This design comes from an exercise in tuning for small area and a short achievable clock period on the open sky130 flow, not from production work. No run shown here included a check of the RTL's function; only the layout flow was run. No activity file was given, so power comes from the tool's default toggle rates.

==> flow/design.v, too long to show whole: its modules and the start of the top module <==
// module fa: 4 lines
// module ha: 4 lines
// module top_fp_mul_N32_M23_E8: 1335 lines
module top_fp_mul_N32_M23_E8(input  wire clk,
                             input  wire [31:0] a1,
                             input  wire [31:0] b1,
                             output wire [31:0] y);
  // ...
==> flow/flow/run.sh <==
#!/bin/bash
bash standard.sh MATCH_CELL_FOOTPRINT=0 "BUFFER_PORTS_ARGS=-buffer_cell sky130_fd_sc_hd__buf_2" finish > standard.log 2>&1
==> flow/standard.sh <==
#!/bin/bash
# synth_recipe.tcl (not shown) runs the flow's synth.tcl, then flattens the netlist and writes it again
# the make line also repeats each setting of config.mk as NAME=value (left out here)
make -C /OpenROAD-flow-scripts/flow DESIGN_CONFIG=/design/flow/config.mk WORK_HOME=/design/flow/orfs CLKGATE_MAP_FILE= SYNTH_SCRIPT=/design/flow/synth_recipe.tcl "${@:-finish}"
==> flow/config.mk <==
export PLATFORM = sky130hd
export DESIGN_NAME = top_fp_mul_N32_M23_E8
export DESIGN_NICKNAME = top_fp_mul_N32_M23_E8
export VERILOG_FILES = /design/flow/design.v
export SDC_FILE = /design/flow/constraint.sdc
export NUM_CORES = 4
export LEC_CHECK = 0
export ABC_AREA = 1
export CAP_MARGIN = 20
export CORE_MARGIN = 2
export CORE_UTILIZATION = 40
export SETUP_SLACK_MARGIN = 3.75
export SLEW_MARGIN = 70
export SYNTH_HIERARCHICAL = 1
==> flow/constraint.sdc <==
create_clock -name core_clock -period 8.5 [get_ports {clk}]
set_input_delay 1.7000 -clock core_clock [delete_from_list [all_inputs] [get_ports {clk}]]
set_output_delay 1.7000 -clock core_clock [all_outputs]
set_load 0.01 [all_outputs]
==> impl_metrics.xml, run 1 <==
<?xml version="1.0" encoding="UTF-8"?>
<metrics>
  <group name="run_status">
    <metric name="result_of_the_run" unit="">complete, no violations</metric>
  </group>
  <group name="layout">
    <metric name="multi_input_area" unit="mm2">0.0133</metric>
    <metric name="clockNetworkAreaShare" unit="">0.0303</metric>
    <metric name="seq-cell-share" unit="">0.144</metric>
    <metric name="register_with_the_most_flip_flops" unit="">rx</metric>
    <metric name="register_area" unit="mm2">0.00274</metric>
    <metric name="multi_input_area_share" unit="">0.700</metric>
  </group>
  <group name="routing">
    <metric name="drcViolationCount" unit="">0</metric>
    <metric name="top_signal_layer_used" unit="">met4</metric>
    <metric name="drt-initial-drc-count" unit="">1307</metric>
    <metric name="final_antenna_net_count" unit="">0</metric>
    <metric name="wl_met2" unit="mm">23.2</metric>
  </group>
  <group name="pwr">
    <metric name="p_comb_frac" unit="">0.785</metric>
    <metric name="worst_vdd_rail_ir_drop" unit="mV">0.246</metric>
    <metric name="power_density" unit="mW/mm2">418</metric>
    <metric name="switching_share" unit="">0.501</metric>
    <metric name="power_clock" unit="W">0.000719</metric>
    <metric name="power_report.internal_total" unit="W">0.00396</metric>
  </group>
  <group name="cts">
    <metric name="max-clock-path-buffers" unit="">2</metric>
    <metric name="cts-root-buf" unit="">sky130_fd_sc_hd__clkbuf_16</metric>
    <metric name="cts.sinks" unit="">136</metric>
  </group>
  <group name="global_routing">
    <metric name="global_route.usage.met2" unit="">0.369</metric>
    <metric name="grt_pass1_vias" unit="">14400</metric>
  </group>
  <group name="setup_path">
    <metric name="timing.reg2reg.worst_path_depth" unit="">10</metric>
    <metric name="worst_setup_path_startpoint" unit="">rmx[0]$_DFF_P_</metric>
    <metric name="setup.worst_path.class" unit="">reg2out</metric>
    <metric name="critPathCaptureType" unit="">output port</metric>
  </group>
  <group name="synth">
    <metric name="postSynth.asyncResetShare" unit="">0</metric>
    <metric name="synth_top_flop_cell" unit="">sky130_fd_sc_hd__dfxtp_1</metric>
    <metric name="yosys.cell_count.top_type" unit="">sky130_fd_sc_hd__xor2_1</metric>
    <metric name="yosysWarningCount" unit="">7</metric>
    <metric name="cell_types_with_the_largest_area_share_after_synthesis" unit="">sky130_fd_sc_hd__fa_1 32%, sky130_fd_sc_hd__dfxtp_1 16%, sky130_fd_sc_hd__xor2_1 16%</metric>
    <metric name="synth_compound_area_frac" unit="">0.138</metric>
  </group>
  <group name="timing">
    <metric name="unrepaired_setup_endpoints_after_global_routing" unit="">true</metric>
    <metric name="fin_skew" unit="ns">0.00928</metric>
    <metric name="max_slew_margin" unit="">0.687</metric>
  </group>
  <group name="floorplan">
    <metric name="effective_utilization_at_floorplan" unit="">0.404</metric>
  </group>
  <group name="hold_path">
    <metric name="hold_path_startpoint" unit="">re[6]$_DFF_P_</metric>
  </group>
  <group name="placement">
    <metric name="dp_cells" unit="">2416</metric>
    <metric name="hpwlAfterDp" unit="mm">38.1</metric>
  </group>
</metrics>
==> run 2, diff against run 1 <==
--- a/flow/design.v
+++ b/flow/design.v
@@ -946,134 +946,134 @@
   assign n6 = ~ra[12];
   assign n7 = ~ra[14];
   assign n8 = ~ra[16];
   assign n9 = ~ra[18];
   assign n10 = ~ra[20];
   assign n11 = ~ra[22];
   ha u13 (.a(neg[1]), .b(pp0[2]), .s(s12), .co(c13));
   ha u15 (.a(pp0[3]), .b(pp1[1]), .s(s14), .co(c15));
-  fa u17 (.a(neg[2]), .b(pp0[4]), .ci(pp1[2]), .s(s16), .co(c17));
-  ha u19 (.a(pp2[0]), .b(c15), .s(s18), .co(c19));
-  fa u21 (.a(pp0[5]), .b(pp1[3]), .ci(pp2[1]), .s(s20), .co(c21));
-  ha u23 (.a(c17), .b(c19), .s(s22), .co(c23));
-  fa u25 (.a(neg[3]), .b(pp0[6]), .ci(pp1[4]), .s(s24), .co(c25));
-  fa u27 (.a(pp2[2]), .b(pp3[0]), .ci(c21), .s(s26), .co(c27));
-  ha u29 (.a(s24), .b(c23), .s(s28), .co(c29));
-  fa u31 (.a(pp0[7]), .b(pp1[5]), .ci(pp2[3]), .s(s30), .co(c31));
-  fa u33 (.a(pp3[1]), .b(c25), .ci(s30), .s(s32), .co(c33));
-  ha u35 (.a(c27), .b(c29), .s(s34), .co(c35));
-  fa u37 (.a(neg[4]), .b(pp0[8]), .ci(pp1[6]), .s(s36), .co(c37));
-  fa u39 (.a(pp2[4]), .b(pp3[2]), .ci(pp4[0]), .s(s38), .co(c39));
-  fa u41 (.a(c31), .b(s36), .ci(s38), .s(s40), .co(c41));
-  ha u43 (.a(c33), .b(s40), .s(s42), .co(c43));
-  fa u45 (.a(pp0[9]), .b(pp1[7]), .ci(pp2[5]), .s(s44), .co(c45));
-  fa u47 (.a(pp3[3]), .b(pp4[1]), .ci(c37), .s(s46), .co(c47));
-  fa u49 (.a(c39), .b(s44), .ci(s46), .s(s48), .co(c49));
-  ha u51 (.a(c41), .b(c43), .s(s50), .co(c51));
-  fa u53 (.a(neg[5]), .b(pp0[10]), .ci(pp1[8]), .s(s52), .co(c53));
-  fa u55 (.a(pp2[6]), .b(pp3[4]), .ci(pp4[2]), .s(s54), .co(c55));
-  fa u57 (.a(pp5[0]), .b(c45), .ci(s52), .s(s56), .co(c57));
-  fa u59 (.a(s54), .b(c47), .ci(s56), .s(s58), .co(c59));
-  ha u61 (.a(c49), .b(s58), .s(s60), .co(c61));
-  fa u63 (.a(pp0[11]), .b(pp1[9]), .ci(pp2[7]), .s(s62), .co(c63));
-  fa u65 (.a(pp3[5]), .b(pp4[3]), .ci(pp5[1]), .s(s64), .co(c65));
-  fa u67 (.a(c53), .b(c55), .ci(s62), .s(s66), .co(c67));
-  fa u69 (.a(s64), .b(c57), .ci(s66), .s(s68), .co(c69));
-  ha u71 (.a(c59), .b(s68), .s(s70), .co(c71));
-  fa u73 (.a(neg[6]), .b(pp0[12]), .ci(pp1[10]), .s(s72), .co(c73));
-  fa u75 (.a(pp2[8]), .b(pp3[6]), .ci(pp4[4]), .s(s74), .co(c75));
-  fa u77 (.a(pp5[2]), .b(pp6[0]), .ci(c63), .s(s76), .co(c77));
-  fa u79 (.a(c65), .b(s72), .ci(s74), .s(s78), .co(c79));
-  fa u81 (.a(s76), .b(c67), .ci(s78), .s(s80), .co(c81));
-  ha u83 (.a(c69), .b(s80), .s(s82), .co(c83));
-  fa u85 (.a(pp0[13]), .b(pp1[11]), .ci(pp2[9]), .s(s84), .co(c85));
-  fa u87 (.a(pp3[7]), .b(pp4[5]), .ci(pp5[3]), .s(s86), .co(c87));
-  fa u89 (.a(pp6[1]), .b(c73), .ci(c75), .s(s88), .co(c89));
-  fa u91 (.a(s84), .b(s86), .ci(c77), .s(s90), .co(c91));
-  fa u93 (.a(c79), .b(s88), .ci(s90), .s(s92), .co(c93));
-  ha u95 (.a(c81), .b(c83), .s(s94), .co(c95));
-  fa u97 (.a(neg[7]), .b(pp0[14]), .ci(pp1[12]), .s(s96), .co(c97));
-  fa u99 (.a(pp2[10]), .b(pp3[8]), .ci(pp4[6]), .s(s98), .co(c99));
-  fa u101 (.a(pp5[4]), .b(pp6[2]), .ci(pp7[0]), .s(s100), .co(c101));
-  fa u103 (.a(c85), .b(c87), .ci(s100), .s(s102), .co(c103));
-  fa u105 (.a(s96), .b(s98), .ci(c89), .s(s104), .co(c105));
-  fa u107 (.a(s102), .b(c91), .ci(s104), .s(s106), .co(c107));
-  ha u109 (.a(c93), .b(s106), .s(s108), .co(c109));
-  fa u111 (.a(pp0[15]), .b(pp1[13]), .ci(pp2[11]), .s(s110), .co(c111));
-  fa u113 (.a(pp3[9]), .b(pp4[7]), .ci(pp5[5]), .s(s112), .co(c113));
-  fa u115 (.a(pp6[3]), .b(pp7[1]), .ci(c101), .s(s114), .co(c115));
-  fa u117 (.a(c97), .b(c99), .ci(s110), .s(s116), .co(c117));
-  fa u119 (.a(s112), .b(s114), .ci(c103), .s(s118), .co(c119));
-  fa u121 (.a(s116), .b(c105), .ci(s118), .s(s120), .co(c121));
-  ha u123 (.a(c107), .b(s120), .s(s122), .co(c123));
-  fa u125 (.a(neg[8]), .b(pp0[16]), .ci(pp1[14]), .s(s124), .co(c125));
-  fa u127 (.a(pp2[12]), .b(pp3[10]), .ci(pp4[8]), .s(s126), .co(c127));
-  fa u129 (.a(pp5[6]), .b(pp6[4]), .ci(pp7[2]), .s(s128), .co(c129));
-  fa u131 (.a(pp8[0]), .b(c111), .ci(c113), .s(s130), .co(c131));
-  fa u133 (.a(s124), .b(s126), .ci(s128), .s(s132), .co(c133));
-  fa u135 (.a(c115), .b(c117), .ci(s130), .s(s134), .co(c135));
-  fa u137 (.a(s132), .b(c119), .ci(s134), .s(s136), .co(c137));
-  ha u139 (.a(c121), .b(s136), .s(s138), .co(c139));
-  fa u141 (.a(pp0[17]), .b(pp1[15]), .ci(pp2[13]), .s(s140), .co(c141));
-  fa u143 (.a(pp3[11]), .b(pp4[9]), .ci(pp5[7]), .s(s142), .co(c143));
-  fa u145 (.a(pp6[5]), .b(pp7[3]), .ci(pp8[1]), .s(s144), .co(c145));
-  fa u147 (.a(c125), .b(c127), .ci(c129), .s(s146), .co(c147));
-  fa u149 (.a(s140), .b(s142), .ci(s144), .s(s148), .co(c149));
-  fa u151 (.a(c131), .b(c133), .ci(s146), .s(s150), .co(c151));
-  fa u153 (.a(s148), .b(c135), .ci(s150), .s(s152), .co(c153));
-  ha u155 (.a(c137), .b(s152), .s(s154), .co(c155));
-  fa u157 (.a(neg[9]), .b(pp0[18]), .ci(pp1[16]), .s(s156), .co(c157));
-  fa u159 (.a(pp2[14]), .b(pp3[12]), .ci(pp4[10]), .s(s158), .co(c159));
-  fa u161 (.a(pp5[8]), .b(pp6[6]), .ci(pp7[4]), .s(s160), .co(c161));
-  fa u163 (.a(pp8[2]), .b(pp9[0]), .ci(c141), .s(s162), .co(c163));
-  fa u165 (.a(c143), .b(c145), .ci(s156), .s(s164), .co(c165));
-  fa u167 (.a(s158), .b(s160), .ci(c147), .s(s166), .co(c167));
-  fa u169 (.a(s162), .b(c149), .ci(s164), .s(s168), .co(c169));
-  fa u171 (.a(s166), .b(c151), .ci(s168), .s(s170), .co(c171));
-  ha u173 (.a(c153), .b(s170), .s(s172), .co(c173));
-  fa u175 (.a(pp0[19]), .b(pp1[17]), .ci(pp2[15]), .s(s174), .co(c175));
-  fa u177 (.a(pp3[13]), .b(pp4[11]), .ci(pp5[9]), .s(s176), .co(c177));
-  fa u179 (.a(pp6[7]), .b(pp7[5]), .ci(pp8[3]), .s(s178), .co(c179));
-  fa u181 (.a(pp9[1]), .b(c157), .ci(c159), .s(s180), .co(c181));
-  fa u183 (.a(c161), .b(s174), .ci(s176), .s(s182), .co(c183));
-  fa u185 (.a(s178), .b(c163), .ci(c165), .s(s184), .co(c185));
-  fa u187 (.a(s180), .b(s182), .ci(c167), .s(s186), .co(c187));
-  fa u189 (.a(c169), .b(s184), .ci(s186), .s(s188), .co(c189));
-  ha u191 (.a(c171), .b(c173), .s(s190), .co(c191));
-  fa u193 (.a(neg[10]), .b(pp0[20]), .ci(pp10[0]), .s(s192), .co(c193));
-  fa u195 (.a(pp1[18]), .b(pp2[16]), .ci(pp3[14]), .s(s194), .co(c195));
-  fa u197 (.a(pp4[12]), .b(pp5[10]), .ci(pp6[8]), .s(s196), .co(c197));
-  fa u199 (.a(pp7[6]), .b(pp8[4]), .ci(pp9[2]), .s(s198), .co(c199));
-  fa u201 (.a(c175), .b(c177), .ci(c179), .s(s200), .co(c201));
-  fa u203 (.a(s192), .b(s194), .ci(s196), .s(s202), .co(c203));
-  fa u205 (.a(s198), .b(c181), .ci(c183), .s(s204), .co(c205));
-  fa u207 (.a(s200), .b(s202), .ci(c185), .s(s206), .co(c207));
-  fa u209 (.a(s204), .b(c187), .ci(s206), .s(s208), .co(c209));
-  ha u211 (.a(c189), .b(s208), .s(s210), .co(c211));
-  fa u213 (.a(pp0[21]), .b(pp10[1]), .ci(pp1[19]), .s(s212), .co(c213));
-  fa u215 (.a(pp2[17]), .b(pp3[15]), .ci(pp4[13]), .s(s214), .co(c215));
-  fa u217 (.a(pp5[11]), .b(pp6[9]), .ci(pp7[7]), .s(s216), .co(c217));
-  fa u219 (.a(pp8[5]), .b(pp9[3]), .ci(c193), .s(s218), .co(c219));
-  fa u221 (.a(c195), .b(c197), .ci(c199), .s(s220), .co(c221));
-  fa u223 (.a(s212), .b(s214), .ci(s216), .s(s222), .co(c223));
-  fa u225 (.a(c201), .b(s218), .ci(c203), .s(s224), .co(c225));
-  fa u227 (.a(s220), .b(s222), .ci(c205), .s(s226), .co(c227));
-  fa u229 (.a(s224), .b(c207), .ci(s226), .s(s228), .co(c229));
-  ha u231 (.a(c209), .b(s228), .s(s230), .co(c231));
+  ha u17 (.a(neg[2]), .b(pp0[4]), .s(s16), .co(c17));
+  fa u19 (.a(pp1[2]), .b(pp2[0]), .ci(c15), .s(s18), .co(c19));
+  ha u21 (.a(pp0[5]), .b(pp1[3]), .s(s20), .co(c21));
+  fa u23 (.a(pp2[1]), .b(c17), .ci(s20), .s(s22), .co(c23));
+  ha u25 (.a(neg[3]), .b(pp0[6]), .s(s24), .co(c25));
+  fa u27 (.a(pp1[4]), .b(pp2[2]), .ci(pp3[0]), .s(s26), .co(c27));
+  fa u29 (.a(c21), .b(s24), .ci(s26), .s(s28), .co(c29));
+  ha u31 (.a(pp0[7]), .b(pp1[5]), .s(s30), .co(c31));
+  fa u33 (.a(pp2[3]), .b(pp3[1]), .ci(c25), .s(s32), .co(c33));
+  fa u35 (.a(s30), .b(c27), .ci(s32), .s(s34), .co(c35));
+  ha u37 (.a(neg[4]), .b(pp0[8]), .s(s36), .co(c37));
+  fa u39 (.a(pp1[6]), .b(pp2[4]), .ci(pp3[2]), .s(s38), .co(c39));
+  fa u41 (.a(pp4[0]), .b(c31), .ci(s36), .s(s40), .co(c41));
+  fa u43 (.a(s38), .b(c33), .ci(s40), .s(s42), .co(c43));
+  ha u45 (.a(pp0[9]), .b(pp1[7]), .s(s44), .co(c45));
+  fa u47 (.a(pp2[5]), .b(pp3[3]), .ci(pp4[1]), .s(s46), .co(c47));
+  fa u49 (.a(c37), .b(s44), .ci(c39), .s(s48), .co(c49));
+  fa u51 (.a(s46), .b(c41), .ci(s48), .s(s50), .co(c51));
+  ha u53 (.a(neg[5]), .b(pp0[10]), .s(s52), .co(c53));
+  fa u55 (.a(pp1[8]), .b(pp2[6]), .ci(pp3[4]), .s(s54), .co(c55));
+  fa u57 (.a(pp4[2]), .b(pp5[0]), .ci(c45), .s(s56), .co(c57));
+  fa u59 (.a(s52), .b(c47), .ci(s54), .s(s58), .co(c59));
+  fa u61 (.a(s56), .b(c49), .ci(s58), .s(s60), .co(c61));
+  ha u63 (.a(pp0[11]), .b(pp1[9]), .s(s62), .co(c63));
+  fa u65 (.a(pp2[7]), .b(pp3[5]), .ci(pp4[3]), .s(s64), .co(c65));
+  fa u67 (.a(pp5[1]), .b(c53), .ci(s62), .s(s66), .co(c67));
+  fa u69 (.a(c55), .b(s64), .ci(c57), .s(s68), .co(c69));
+  fa u71 (.a(s66), .b(c59), .ci(s68), .s(s70), .co(c71));
+  ha u73 (.a(neg[6]), .b(pp0[12]), .s(s72), .co(c73));
+  fa u75 (.a(pp1[10]), .b(pp2[8]), .ci(pp3[6]), .s(s74), .co(c75));
+  fa u77 (.a(pp4[4]), .b(pp5[2]), .ci(pp6[0]), .s(s76), .co(c77));
+  fa u79 (.a(c63), .b(s72), .ci(c65), .s(s78), .co(c79));
+  fa u81 (.a(s74), .b(s76), .ci(c67), .s(s80), .co(c81));
+  fa u83 (.a(s78), .b(c69), .ci(s80), .s(s82), .co(c83));
+  ha u85 (.a(pp0[13]), .b(pp1[11]), .s(s84), .co(c85));
+  fa u87 (.a(pp2[9]), .b(pp3[7]), .ci(pp4[5]), .s(s86), .co(c87));
+  fa u89 (.a(pp5[3]), .b(pp6[1]), .ci(c73), .s(s88), .co(c89));
+  fa u91 (.a(s84), .b(c75), .ci(c77), .s(s90), .co(c91));
+  fa u93 (.a(s86), .b(s88), .ci(c79), .s(s92), .co(c93));
+  fa u95 (.a(s90), .b(c81), .ci(s92), .s(s94), .co(c95));
+  ha u97 (.a(neg[7]), .b(pp0[14]), .s(s96), .co(c97));
+  fa u99 (.a(pp1[12]), .b(pp2[10]), .ci(pp3[8]), .s(s98), .co(c99));
+  fa u101 (.a(pp4[6]), .b(pp5[4]), .ci(pp6[2]), .s(s100), .co(c101));
+  fa u103 (.a(pp7[0]), .b(c85), .ci(s96), .s(s102), .co(c103));
+  fa u105 (.a(c87), .b(s100), .ci(s98), .s(s104), .co(c105));
+  fa u107 (.a(c89), .b(s102), .ci(c91), .s(s106), .co(c107));
+  fa u109 (.a(s104), .b(c93), .ci(s106), .s(s108), .co(c109));
+  ha u111 (.a(pp0[15]), .b(pp1[13]), .s(s110), .co(c111));
+  fa u113 (.a(pp2[11]), .b(pp3[9]), .ci(pp4[7]), .s(s112), .co(c113));
+  fa u115 (.a(pp5[5]), .b(pp6[3]), .ci(pp7[1]), .s(s114), .co(c115));
+  fa u117 (.a(c97), .b(s110), .ci(c101), .s(s116), .co(c117));
+  fa u119 (.a(c99), .b(s112), .ci(s114), .s(s118), .co(c119));
+  fa u121 (.a(c103), .b(s116), .ci(c105), .s(s120), .co(c121));
+  fa u123 (.a(s118), .b(c107), .ci(s120), .s(s122), .co(c123));
+  ha u125 (.a(neg[8]), .b(pp0[16]), .s(s124), .co(c125));
+  fa u127 (.a(pp1[14]), .b(pp2[12]), .ci(pp3[10]), .s(s126), .co(c127));
+  fa u129 (.a(pp4[8]), .b(pp5[6]), .ci(pp6[4]), .s(s128), .co(c129));
+  fa u131 (.a(pp7[2]), .b(pp8[0]), .ci(c111), .s(s130), .co(c131));
+  fa u133 (.a(s124), .b(c113), .ci(c115), .s(s132), .co(c133));
+  fa u135 (.a(s126), .b(s128), .ci(s130), .s(s134), .co(c135));
+  fa u137 (.a(c117), .b(c119), .ci(s132), .s(s136), .co(c137));
+  fa u139 (.a(s134), .b(c121), .ci(s136), .s(s138), .co(c139));
+  ha u141 (.a(pp0[17]), .b(pp1[15]), .s(s140), .co(c141));
+  fa u143 (.a(pp2[13]), .b(pp3[11]), .ci(pp4[9]), .s(s142), .co(c143));
+  fa u145 (.a(pp5[7]), .b(pp6[5]), .ci(pp7[3]), .s(s144), .co(c145));
+  fa u147 (.a(pp8[1]), .b(c125), .ci(s140), .s(s146), .co(c147));
+  fa u149 (.a(c127), .b(c129), .ci(s142), .s(s148), .co(c149));
+  fa u151 (.a(s144), .b(c131), .ci(s146), .s(s150), .co(c151));
+  fa u153 (.a(c133), .b(s148), .ci(c135), .s(s152), .co(c153));
+  fa u155 (.a(s150), .b(c137), .ci(s152), .s(s154), .co(c155));
+  ha u157 (.a(neg[9]), .b(pp0[18]), .s(s156), .co(c157));
+  fa u159 (.a(pp1[16]), .b(pp2[14]), .ci(pp3[12]), .s(s158), .co(c159));
+  fa u161 (.a(pp4[10]), .b(pp5[8]), .ci(pp6[6]), .s(s160), .co(c161));
+  fa u163 (.a(pp7[4]), .b(pp8[2]), .ci(pp9[0]), .s(s162), .co(c163));
+  fa u165 (.a(c141), .b(s156), .ci(c143), .s(s164), .co(c165));
+  fa u167 (.a(c145), .b(s158), .ci(s160), .s(s166), .co(c167));
+  fa u169 (.a(s162), .b(c147), .ci(s164), .s(s168), .co(c169));
+  fa u171 (.a(c149), .b(s166), .ci(c151), .s(s170), .co(c171));
+  fa u173 (.a(s168), .b(c153), .ci(s170), .s(s172), .co(c173));
+  ha u175 (.a(pp0[19]), .b(pp1[17]), .s(s174), .co(c175));
+  fa u177 (.a(pp2[15]), .b(pp3[13]), .ci(pp4[11]), .s(s176), .co(c177));
+  fa u179 (.a(pp5[9]), .b(pp6[7]), .ci(pp7[5]), .s(s178), .co(c179));
+  fa u181 (.a(pp8[3]), .b(pp9[1]), .ci(c157), .s(s180), .co(c181));
+  fa u183 (.a(s174), .b(c159), .ci(c161), .s(s182), .co(c183));
+  fa u185 (.a(c163), .b(s176), .ci(s178), .s(s184), .co(c185));
+  fa u187 (.a(s180), .b(c165), .ci(c167), .s(s186), .co(c187));
+  fa u189 (.a(s182), .b(s184), .ci(c169), .s(s188), .co(c189));
+  fa u191 (.a(s186), .b(c171), .ci(s188), .s(s190), .co(c191));
+  ha u193 (.a(neg[10]), .b(pp0[20]), .s(s192), .co(c193));
+  fa u195 (.a(pp10[0]), .b(pp1[18]), .ci(pp2[16]), .s(s194), .co(c195));
+  fa u197 (.a(pp3[14]), .b(pp4[12]), .ci(pp5[10]), .s(s196), .co(c197));
+  fa u199 (.a(pp6[8]), .b(pp7[6]), .ci(pp8[4]), .s(s198), .co(c199));
+  fa u201 (.a(pp9[2]), .b(c175), .ci(s192), .s(s200), .co(c201));
+  fa u203 (.a(c177), .b(c179), .ci(s194), .s(s202), .co(c203));
+  fa u205 (.a(s196), .b(s198), .ci(c181), .s(s204), .co(c205));
+  fa u207 (.a(s200), .b(c183), .ci(c185), .s(s206), .co(c207));
+  fa u209 (.a(s202), .b(s204), .ci(c187), .s(s208), .co(c209));
+  fa u211 (.a(s206), .b(c189), .ci(s208), .s(s210), .co(c211));
+  ha u213 (.a(pp0[21]), .b(pp10[1]), .s(s212), .co(c213));
+  fa u215 (.a(pp1[19]), .b(pp2[17]), .ci(pp3[15]), .s(s214), .co(c215));
+  fa u217 (.a(pp4[13]), .b(pp5[11]), .ci(pp6[9]), .s(s216), .co(c217));
+  fa u219 (.a(pp7[7]), .b(pp8[5]), .ci(pp9[3]), .s(s218), .co(c219));
+  fa u221 (.a(c193), .b(s212), .ci(c195), .s(s220), .co(c221));
+  fa u223 (.a(c197), .b(c199), .ci(s214), .s(s222), .co(c223));
+  fa u225 (.a(s216), .b(s218), .ci(c201), .s(s224), .co(c225));
+  fa u227 (.a(s220), .b(c203), .ci(s222), .s(s226), .co(c227));
+  fa u229 (.a(c205), .b(s224), .ci(c207), .s(s228), .co(c229));
+  fa u231 (.a(s226), .b(c209), .ci(s228), .s(s230), .co(c231));
   fa u233 (.a(pp10[2]), .b(pp11[0]), .ci(pp1[20]), .s(s232), .co(c233));
   fa u235 (.a(pp2[18]), .b(pp3[16]), .ci(pp4[14]), .s(s234), .co(c235));
   fa u237 (.a(pp5[12]), .b(pp6[10]), .ci(pp7[8]), .s(s236), .co(c237));
   fa u239 (.a(pp8[6]), .b(pp9[4]), .ci(n1), .s(s238), .co(c239));
   fa u241 (.a(c213), .b(c215), .ci(c217), .s(s240), .co(c241));
-  fa u243 (.a(s232), .b(s234), .ci(s236), .s(s242), .co(c243));
-  fa u245 (.a(s238), .b(c219), .ci(c221), .s(s244), .co(c245));
+  fa u243 (.a(c219), .b(s232), .ci(s234), .s(s242), .co(c243));
+  fa u245 (.a(s236), .b(s238), .ci(c221), .s(s244), .co(c245));
   fa u247 (.a(c223), .b(s240), .ci(s242), .s(s246), .co(c247));
-  fa u249 (.a(c225), .b(s244), .ci(s246), .s(s248), .co(c249));
-  fa u251 (.a(c227), .b(s248), .ci(c229), .s(s250), .co(c251));
+  fa u249 (.a(c225), .b(s244), .ci(c227), .s(s248), .co(c249));
+  fa u251 (.a(s246), .b(c229), .ci(s248), .s(s250), .co(c251));
   fa u253 (.a(pp0[22]), .b(pp0[23]), .ci(pp10[3]), .s(s252), .co(c253));
   fa u255 (.a(pp11[1]), .b(pp1[21]), .ci(pp2[19]), .s(s254), .co(c255));
   fa u257 (.a(pp3[17]), .b(pp4[15]), .ci(pp5[13]), .s(s256), .co(c257));
   fa u259 (.a(pp6[11]), .b(pp7[9]), .ci(pp8[7]), .s(s258), .co(c259));
   fa u261 (.a(pp9[5]), .b(c233), .ci(c235), .s(s260), .co(c261));
   fa u263 (.a(c237), .b(c239), .ci(s252), .s(s262), .co(c263));
   fa u265 (.a(s254), .b(s256), .ci(s258), .s(s264), .co(c265));
   fa u267 (.a(c241), .b(c243), .ci(s260), .s(s266), .co(c267));
@@ -1228,89 +1228,95 @@
   fa u565 (.a(nneg[9]), .b(ra[18]), .ci(ra[19]), .s(s564), .co(c565));
   fa u567 (.a(pp10[23]), .b(pp11[21]), .ci(s564), .s(s566), .co(c567));
   fa u569 (.a(c559), .b(s566), .ci(c561), .s(s568), .co(c569));
   fa u571 (.a(n10), .b(c565), .ci(pp10[24]), .s(s570), .co(c571));
   fa u573 (.a(pp11[22]), .b(c567), .ci(s570), .s(s572), .co(c573));
   fa u575 (.a(nneg[10]), .b(ra[20]), .ci(ra[21]), .s(s574), .co(c575));
   fa u577 (.a(pp11[23]), .b(s574), .ci(c571), .s(s576), .co(c577));
   fa u579 (.a(n11), .b(c575), .ci(pp11[24]), .s(s578), .co(c579));
-  wire [18:0] lx = {c155, c139, c123, c109, c95, s92, c71, c61, c51, s48, c35, s32, s26, s20, s16, c13, pp1[0], pp0[1], neg[0]};
-  wire [18:0] ly = {s172, s154, s138, s122, s108, s94, s82, s70, s60, s50, s42, s34, s28, s22, s18, s14, s12, 1'b0, pp0[0]};
+  wire [21:0] lx = {c211, c191, c173, c155, c139, c123, c109, c95, c83, c71, c61, c51, c43, c35, c29, c23, c19, s16, c13, pp1[0], pp0[1], neg[0]};
+  wire [21:0] ly = {s230, s210, s190, s172, s154, s138, s122, s108, s94, s82, s70, s60, s50, s42, s34, s28, s22, s18, s14, s12, 1'b0, pp0[0]};
   wire cg1 = (lx[1] & ly[1]) | ((lx[1] | ly[1]) & (lx[0] & ly[0]));
   wire cp1 = (lx[1] | ly[1]) & (lx[0] | ly[0]);
   wire cg2 = (lx[3] & ly[3]) | ((lx[3] | ly[3]) & (lx[2] & ly[2]));
   wire cp2 = (lx[3] | ly[3]) & (lx[2] | ly[2]);
   wire cg3 = cg2 | (cp2 & cg1);
   wire cp3 = cp2 & cp1;
   wire cg4 = (lx[4] & ly[4]) | ((lx[4] | ly[4]) & cg3);
   wire cp4 = (lx[4] | ly[4]) & cp3;
   wire cg5 = (lx[5] & ly[5]) | ((lx[5] | ly[5]) & cg4);
   wire cp5 = (lx[5] | ly[5]) & cp4;
   wire cg6 = (lx[6] & ly[6]) | ((lx[6] | ly[6]) & cg5);
   wire cp6 = (lx[6] | ly[6]) & cp5;
   wire cg7 = (lx[7] & ly[7]) | ((lx[7] | ly[7]) & cg6);
   wire cp7 = (lx[7] | ly[7]) & cp6;
   wire cg8 = (lx[8] & ly[8]) | ((lx[8] | ly[8]) & cg7);
   wire cp8 = (lx[8] | ly[8]) & cp7;
-  wire cg9 = (lx[9] & ly[9]) | ((lx[9] | ly[9]) & cg8);
-  wire cp9 = (lx[9] | ly[9]) & cp8;
-  wire cg10 = (lx[11] & ly[11]) | ((lx[11] | ly[11]) & (lx[10] & ly[10]));
-  wire cp10 = (lx[11] | ly[11]) & (lx[10] | ly[10]);
+  wire cg9 = (lx[10] & ly[10]) | ((lx[10] | ly[10]) & (lx[9] & ly[9]));
+  wire cp9 = (lx[10] | ly[10]) & (lx[9] | ly[9]);
+  wire cg10 = (lx[11] & ly[11]) | ((lx[11] | ly[11]) & cg9);
+  wire cp10 = (lx[11] | ly[11]) & cp9;
   wire cg11 = (lx[12] & ly[12]) | ((lx[12] | ly[12]) & cg10);
   wire cp11 = (lx[12] | ly[12]) & cp10;
-  wire cg12 = (lx[13] & ly[13]) | ((lx[13] | ly[13]) & cg11);
-  wire cp12 = (lx[13] | ly[13]) & cp11;
-  wire cg13 = (lx[14] & ly[14]) | ((lx[14] | ly[14]) & cg12);
-  wire cp13 = (lx[14] | ly[14]) & cp12;
-  wire cg14 = (lx[16] & ly[16]) | ((lx[16] | ly[16]) & (lx[15] & ly[15]));
-  wire cp14 = (lx[16] | ly[16]) & (lx[15] | ly[15]);
-  wire cg15 = (lx[18] & ly[18]) | ((lx[18] | ly[18]) & (lx[17] & ly[17]));
-  wire cp15 = (lx[18] | ly[18]) & (lx[17] | ly[17]);
-  wire cg16 = cg13 | (cp13 & cg9);
-  wire cp16 = cp13 & cp9;
-  wire cg17 = cg15 | (cp15 & cg14);
-  wire cp17 = cp15 & cp14;
-  wire cg18 = cg17 | (cp17 & cg16);
-  wire cp18 = cp17 & cp16;
-  wire [19:19] lsum;
-  assign lsum[19] = cg18;
-  wire [3:0] mx = {c231, c211, c191, s188};
-  wire [3:0] my = {s250, s230, s210, s190};
-  wire [24:0] hx = {c579, c577, c573, c569, c563, c557, c549, c541, c531, c521, c509, c497, c483, c469, c453, c437, c419, c401, c381, c361, c339, c317, c295, c273, s272};
-  wire [23:0] hy = {n11, s578, s576, s572, s568, s562, s556, s548, s540, s530, s520, s508, s496, s482, s468, s452, s436, s418, s400, s380, s360, s338, s316, s294};
+  wire cg12 = (lx[14] & ly[14]) | ((lx[14] | ly[14]) & (lx[13] & ly[13]));
+  wire cp12 = (lx[14] | ly[14]) & (lx[13] | ly[13]);
+  wire cg13 = cg11 | (cp11 & cg8);
+  wire cp13 = cp11 & cp8;
+  wire cg14 = (lx[15] & ly[15]) | ((lx[15] | ly[15]) & cg12);
+  wire cp14 = (lx[15] | ly[15]) & cp12;
+  wire cg15 = (lx[17] & ly[17]) | ((lx[17] | ly[17]) & (lx[16] & ly[16]));
+  wire cp15 = (lx[17] | ly[17]) & (lx[16] | ly[16]);
+  wire cg16 = cg14 | (cp14 & cg13);
+  wire cp16 = cp14 & cp13;
+  wire cg17 = (lx[18] & ly[18]) | ((lx[18] | ly[18]) & cg15);
+  wire cp17 = (lx[18] | ly[18]) & cp15;
+  wire cg18 = (lx[21] & ly[21]) | ((lx[21] | ly[21]) & (lx[20] & ly[20]));
+  wire cp18 = (lx[21] | ly[21]) & (lx[20] | ly[20]);
+  wire cg19 = (lx[19] & ly[19]) | ((lx[19] | ly[19]) & cg17);
+  wire cp19 = (lx[19] | ly[19]) & cp17;
+  wire cg20 = cg18 | (cp18 & cg19);
+  wire cp20 = cp18 & cp19;
+  wire cg21 = cg20 | (cp20 & cg16);
+  wire cp21 = cp20 & cp16;
+  wire [22:22] lsum;
+  assign lsum[22] = cg21;
+  wire [0:0] mx = {c231};
+  wire [0:0] my = {s250};
+  wire [24:0] hx = {(c579 ^ n11), (c577 ^ s578), (c573 ^ s576), (c569 ^ s572), (c563 ^ s568), (c557 ^ s562), (c549 ^ s556), (c541 ^ s548), (c531 ^ s540), (c521 ^ s530), (c509 ^ s520), (c497 ^ s508), (c483 ^ s496), (c469 ^ s482), (c453 ^ s468), (c437 ^ s452), (c419 ^ s436), (c401 ^ s418), (c381 ^ s400), (c361 ^ s380), (c339 ^ s360), (c317 ^ s338), c295, c273, s272};
+  wire [23:0] hy = {(c579 & n11), (c577 & s578), (c573 & s576), (c569 & s572), (c563 & s568), (c557 & s562), (c549 & s556), (c541 & s548), (c531 & s540), (c521 & s530), (c509 & s520), (c497 & s508), (c483 & s496), (c469 & s482), (c453 & s468), (c437 & s452), (c419 & s436), (c401 & s418), (c381 & s400), (c361 & s380), (c339 & s360), (c317 & s338), s316, s294};
   reg  [24:0] rx;           
   reg  [23:0] ry;
-  reg  [3:0] rmx, rmy;     
+  reg  [0:0] rmx, rmy;     
   reg         rcj, rS2, rs2;
   reg  [7:0]  re2;
   always @(posedge clk) begin
     rx   <= hx;
     ry   <= hy;
     rmx  <= mx;
     rmy  <= my;
-    rcj  <= lsum[19];
+    rcj  <= lsum[22];
     rS2  <= rS;
     rs2  <= rs;
     re2  <= re;
   end
-  wire [3+1:0] msum = {1'b0, rmx} + {1'b0, rmy} + {{(3+1){1'b0}}, rcj};
-  wire q_p22 = msum[3];
-  wire q_c23 = msum[3+1];
+  wire [0+1:0] msum = {1'b0, rmx} + {1'b0, rmy} + {{(0+1){1'b0}}, rcj};
+  wire q_p22 = msum[0];
+  wire q_c23 = msum[0+1];
   wire r1 = q_p22 | rS2;
   wire r0 = q_p22 & rS2;
   wire q_p0 = rx[0] ^ q_c23;
   wire q_g0 = rx[0] & q_c23;
   wire ci_n  = q_g0;                  
   wire ci_r0 = q_g0 | (q_p0 & r0);
   wire ci_r1 = q_g0 | (q_p0 & r1);
   wire [24:1] p, g;
   genvar b;
   generate for (b = 1; b <= 24; b = b + 1) begin : g_pg
-    if (b > 24) begin : g_reg
+    if (b > 2) begin : g_reg
       assign p[b] = rx[b];
       assign g[b] = ry[b-1];
     end else begin : g_add
       assign p[b] = rx[b] ^ ry[b-1];
       assign g[b] = rx[b] & ry[b-1];
     end
   end endgenerate
   wire [23:0] gl [0:5];
--- a/flow/config.mk
+++ b/flow/config.mk
@@ -4,11 +4,13 @@
 export VERILOG_FILES = /design/flow/design.v
 export SDC_FILE = /design/flow/constraint.sdc
 export NUM_CORES = 4
 export LEC_CHECK = 0
 export ABC_AREA = 1
 export CAP_MARGIN = 20
 export CORE_MARGIN = 2
 export CORE_UTILIZATION = 40
+export CTS_CLUSTER_SIZE = 30
+export PLACE_DENSITY = 0.75
 export SETUP_SLACK_MARGIN = 3.75
 export SLEW_MARGIN = 70
 export SYNTH_HIERARCHICAL = 1
==> run 2 against run 1 <==
  * Sequential share of layout area shrank 0.16 points
  * Cell area shrank 4.4%
  * Routed wire length is 5.9% lower
  * Worst setup slack better by 0.030 ns
  * Largest power group unchanged
  * Critical path type unchanged
  * Critical endpoint is now y[14]
  * Clock power rose by 9.2%
  * Count of clock-buffer cells in the layout fell by 1
  * Fmax increased by 0.67%
  * Synthesized area decreased by 3.2%
  * Register-to-register slack improved by 0.26 ns
==> impl_metrics.xml, run 2 <==
<?xml version="1.0" encoding="UTF-8"?>
<metrics>
  <group name="placement">
    <metric name="routabilityCongestion" unit="">0.956</metric>
    <metric name="numPortBuffers" unit="">96</metric>
    <metric name="hpwlAfterDp" unit="mm">35.8</metric>
    <metric name="placed_area" unit="mm2">0.0174</metric>
    <metric name="place_worst_setup_slack" unit="ns">3.93</metric>
  </group>
  <group name="setup_path">
    <metric name="crit_path_max_incr_delay" unit="ns">0.55</metric>
    <metric name="critical_path.max_fanout" unit="">4</metric>
    <metric name="critPathCaptureType" unit="">output port</metric>
    <metric name="rrSetupSlack" unit="ns">4.19</metric>
    <metric name="worst_setup_path_start_kind" unit="">flip-flop</metric>
    <metric name="crit_family" unit="">adder cells</metric>
    <metric name="critical_path.most_common_cell" unit="">sky130_fd_sc_hd__inv_1</metric>
    <metric name="critical_path_arrival" unit="ns">2.85</metric>
    <metric name="rr_endpoint" unit="">rx[7]$_DFF_P_</metric>
    <metric name="timing.reg2reg.worst_path_depth" unit="">9</metric>
    <metric name="setup.worst_path.class" unit="">reg2out</metric>
    <metric name="critical_path_required" unit="ns">6.80</metric>
    <metric name="timing.critical_path.buf_inv" unit="">5</metric>
    <metric name="rr_startpoint" unit="">negr[0]$_DFF_P_</metric>
    <metric name="slowest_stage" unit="">sky130_fd_sc_hd__fa_1</metric>
    <metric name="cell_breakdown_of_the_critical_path" unit="">fa_1, nand2_1, inv_1, fa_2, inv_1, nor2_1, inv_1, nor2_2, inv_1, o311ai_2, xor2_1, nand2_1, nand2_1, buf_2</metric>
  </group>
  <group name="synth">
    <metric name="synthesis.nets" unit="">2168</metric>
    <metric name="mappedNetlistArea" unit="mm2">0.0164</metric>
    <metric name="yosys.cell_count.top_type" unit="">sky130_fd_sc_hd__xor2_1</metric>
    <metric name="post_synth.cell_area_avg" unit="um2">9.22</metric>
    <metric name="cell_types_with_the_largest_area_share_after_synthesis" unit="">sky130_fd_sc_hd__fa_1 33%, sky130_fd_sc_hd__xor2_1 16%, sky130_fd_sc_hd__dfxtp_1 16%</metric>
    <metric name="yosysSeqAreaShare" unit="">0.158</metric>
    <metric name="synth_top_flop_cell" unit="">sky130_fd_sc_hd__dfxtp_1</metric>
    <metric name="postSynth.asyncResetShare" unit="">0</metric>
    <metric name="ys_seq_elements" unit="">129</metric>
    <metric name="netlist_instances" unit="">1775</metric>
    <metric name="post_synth_most_frequent_cells" unit="">300 x sky130_fd_sc_hd__xor2_1, 269 x sky130_fd_sc_hd__fa_1, 266 x sky130_fd_sc_hd__o22ai_1</metric>
    <metric name="synth_edf_count" unit="">0</metric>
    <metric name="synth.largest_area_cell" unit="">sky130_fd_sc_hd__fa_1</metric>
    <metric name="yosysWarningCount" unit="">7</metric>
    <metric name="netlist-cell-type-count" unit="">48</metric>
    <metric name="synth_top_cell_area_share" unit="">0.329</metric>
  </group>
  <group name="layout">
    <metric name="fill_cells" unit="">3797</metric>
    <metric name="nNetsFinal" unit="">2191</metric>
    <metric name="final_common_cell" unit="">sky130_fd_sc_hd__xor2_1</metric>
    <metric name="largest_register_ff_count" unit="">25</metric>
    <metric name="syn2layout_area_growth" unit="%">11.0</metric>
    <metric name="register_with_the_most_flip_flops" unit="">rx</metric>
    <metric name="final_layout_size_suffix_gt1_frac" unit="">0.133</metric>
    <metric name="layout.core_utilization" unit="">0.447</metric>
    <metric name="mostFrequentLayoutCells" unit="">294 x sky130_fd_sc_hd__xor2_1, 268 x sky130_fd_sc_hd__fa_1, 266 x sky130_fd_sc_hd__o22ai_1, 208 x sky130_fd_sc_hd__nand2_1, 128 x sky130_fd_sc_hd__inv_1</metric>
    <metric name="biggestRegsByFlops" unit="">rx (25), ra (23), ry (23)</metric>
    <metric name="final_cell_area_excluding_filler_cells" unit="mm2">0.0182</metric>
    <metric name="antenna-diode-count" unit="">0</metric>
  </group>
  <group name="hold_path">
    <metric name="hold-path-cell-count" unit="">0</metric>
    <metric name="hold_end" unit="">re2[3]$_DFF_P_</metric>
    <metric name="hold_path_startpoint" unit="">re[3]$_DFF_P_</metric>
    <metric name="hold_path_class" unit="">reg2reg</metric>
  </group>
  <group name="global_routing">
    <metric name="grt_pass1_vias" unit="">14200</metric>
    <metric name="grt_util_all_layers" unit="">0.240</metric>
    <metric name="first_pass_grt_wire_length" unit="mm">78.6</metric>
    <metric name="grt_antenna_before_repair" unit="">0</metric>
    <metric name="grt_start_max_net_pins" unit="">27</metric>
    <metric name="globalRoute.totalOverflow" unit="">0</metric>
  </group>
  <group name="timing">
    <metric name="final_period_minus_worst_setup_slack" unit="ns">4.55</metric>
    <metric name="unrepaired_setup_endpoints_after_global_routing" unit="">true</metric>
    <metric name="max_slew_margin" unit="">0.685</metric>
    <metric name="finalMaxSlewViolations" unit="">0</metric>
    <metric name="final.setup.worst_slack" unit="ns">3.95</metric>
    <metric name="fin_skew" unit="ns">0.0122</metric>
    <metric name="setup_total_negative_slack" unit="ns">0</metric>
    <metric name="final_hold_viol_count" unit="">0</metric>
    <metric name="worstMarginPinSlew" unit="ns">0.471</metric>
    <metric name="report.final.setup_viol" unit="">0</metric>
    <metric name="timing.fmax" unit="MHz">220</metric>
    <metric name="final_min_period_over_clock_period" unit="">0.536</metric>
  </group>
  <group name="job">
    <metric name="drv_cap" unit="">0</metric>
  </group>
  <group name="routing">
    <metric name="drcViolationCount" unit="">0</metric>
    <metric name="first_drt_pass_iteration_count" unit="">6</metric>
    <metric name="routed_wl" unit="mm">50.2</metric>
    <metric name="vias" unit="">13700</metric>
    <metric name="post_drt_via_cell_ratio" unit="">5.86</metric>
    <metric name="drt-wirelength-per-cell" unit="um">21.4</metric>
    <metric name="final_antenna_net_count" unit="">0</metric>
    <metric name="drt-initial-drc-count" unit="">1759</metric>
  </group>
  <group name="floorplan">
    <metric name="effective_utilization_at_floorplan" unit="">0.403</metric>
    <metric name="die_h" unit="um">206</metric>
    <metric name="fp.dieW" unit="um">206</metric>
    <metric name="core_area" unit="mm2">0.0406</metric>
    <metric name="rows" unit="">74</metric>
    <metric name="num_io_pins" unit="">97</metric>
    <metric name="die_area" unit="mm2">0.0426</metric>
  </group>
  <group name="run_status">
    <metric name="result_of_the_run" unit="">complete, no violations</metric>
  </group>
  <group name="cts">
    <metric name="tritoncts" unit="">yes</metric>
    <metric name="cts-root-buf" unit="">sky130_fd_sc_hd__clkbuf_16</metric>
    <metric name="cts_hold_buffers" unit="">0</metric>
    <metric name="h-tree-depth" unit="">4</metric>
    <metric name="cts.reportedPaths.clkPinSlew" unit="ns">0.06</metric>
    <metric name="tritoncts.num_buffers" unit="">17</metric>
    <metric name="clock_latency" unit="ns">0.43</metric>
    <metric name="cts.sinks" unit="">129</metric>
    <metric name="max-clock-path-buffers" unit="">2</metric>
  </group>
  <group name="pwr">
    <metric name="leakagePower" unit="nW">7.95</metric>
    <metric name="worst_vdd_rail_ir_drop" unit="mV">0.235</metric>
    <metric name="power_density" unit="mW/mm2">392</metric>
  </group>
</metrics>
[run 2: cell count changes in the layout (fill, tap and decap cells not counted), sizes merged, moves of 8 or more]
| cell | previous run | this run |
|---|---|---|
| o21ai | 29 | 37 |
| inv | 170 | 151 |
| nand3 | 58 | 36 |
| buf | 158 | 139 |
| xnor2 | 3 | 17 |
| a21oi | 51 | 40 |
| nand2 | 264 | 217 |
| nor2 | 70 | 57 |
[run 2: per-module statistics from Yosys, one instance, submodules excluded]
| module | copies in the design | cells | flip-flops and latches | cell area, um2 |
|---|---|---|---|---|
| top_fp_mul_N32_M23_E8 | 1 | 1491 | 129 | 10800 |
| fa | 264 | 1 | 0 | 20.0 |
| ha | 20 | 1 | 0 | 12.5 |
[run 2: power by group]
group	leakage [nW]	switching [W]	internal (W)
logic	6.56	0.00299	0.00233
clock network	0.308	0.000291	0.000494
registers	1.08	0.000152	0.000859
total	7.95	0.00343	0.00368
[run 2: per-stage QoR]
stage / hold slack (ns) / power [W] / instances
floorplan: 0.310 / 0.00463 / 1775
finish: 0.325 / 0.00712 / 2343
CTS: 0.325 / 0.00706 / 2341
detailed placement: 0.312 / 0.00610 / 2304
global route: 0.326 / 0.00790 / 2343
global placement: 0.310 / 0.00589 / 2302
[run 2: logic make-up after synthesis]
| kind of cell | after synthesis | share of synthesized area |
|---|---|---|
| xor gates and xnor gates | 317 | 0.170 |
| and+or+nand+nor | 328 | 0.0847 |
| AOI/OAI and AO/OA | 376 | 0.141 |
| DFF | 129 | 0.158 |
| adders and majority gates | 328 | 0.374 |
| muxes | 5 | 0.00344 |
| buffers and inverters | 292 | 0.0691 |
[run 2: layer usage]
metal / part of all wire / GRT usage / vias to the layer above
met5: 0 / 0 / -
met4: 0.042 / 0.102 / 0
met3: 0.13 / 0.0705 / 193
met2: 0.43 / 0.363 / 1018
met1: 0.39 / 0.320 / 6597
li1: - / - / 5925
[run 2: how the worst max path moves through the flow]
stage,slack (ns),end,depth (start not counted),from
3_5_place_dp,3.93,y[0],14,ry[1]$_DFF_P_
6_report,3.95,y[14],14,rmx$_DFF_P_
4_1_cts,3.76,y[1],8,rmx$_DFF_P_
5_1_grt,3.73,y[14],14,rmx$_DFF_P_
2_1_floorplan,4.44,rcj$_DFF_P_,15,negr[1]$_DFF_P_
3_3_place_gp,3.82,y[10],9,rmx$_DFF_P_
[run 2: what timing repair did]
item | CTS | global route
pin swaps | 3 | 1
cloned | 3 | 0
resized for setup | 8 | 13
setup endpoints to repair | 26 | 31
setup buffers | 2 | 2
[run 2: worst register-to-register path: cells and delay by family, from the launching register on]
family     cells  cell delay [ns]
flops          1             0.31
buf+inv        2             0.63
fa+ha+maj      7             3.25
[run 2: area by class of cell]
class | instances | area, um2 | area share
clock buffer | 17 | 425 | 0.0234
clock inverter | 15 | 208 | 0.0114
inverter | 154 | 616 | 0.0339
multi-input combinational | 1357 | 12800 | 0.705
sequential | 129 | 2590 | 0.142
tap | 532 | 666 | 0.0366
timing repair buffer | 139 | 851 | 0.0468

-- re-timing with driven ports --
The flow's constraints put no driver on any port. The routed layouts listed below were extracted and timed again, unchanged, in two steps. Step 1 assumes that a clkbuf_16 drives the clock port and a buf_2 every other input. Step 2 moves the port delays by t, midway between the first and last clock arrival at a register: inputs arrive t later, outputs are due t later. That takes back most of the time a late clock gives input paths. Slacks: no drivers / after step 1 / after step 2; pairs: no drivers / after step 1.
| run | t (ns) | setup WS [ns] | hold WS [ns] | latest minus earliest clock arrival (ns) |
|---|---|---|---|---|
| run 1 | 0.497 | 3.918 / 3.861 / 3.929 | 0.325 / 0.325 / 0.325 | 0.009 / 0.010 |
| run 2 | 0.475 | 3.948 / 3.901 / 4.188 | 0.325 / 0.325 / 0.325 | 0.013 / 0.012 |
After both steps setup and hold are still met in every run listed.
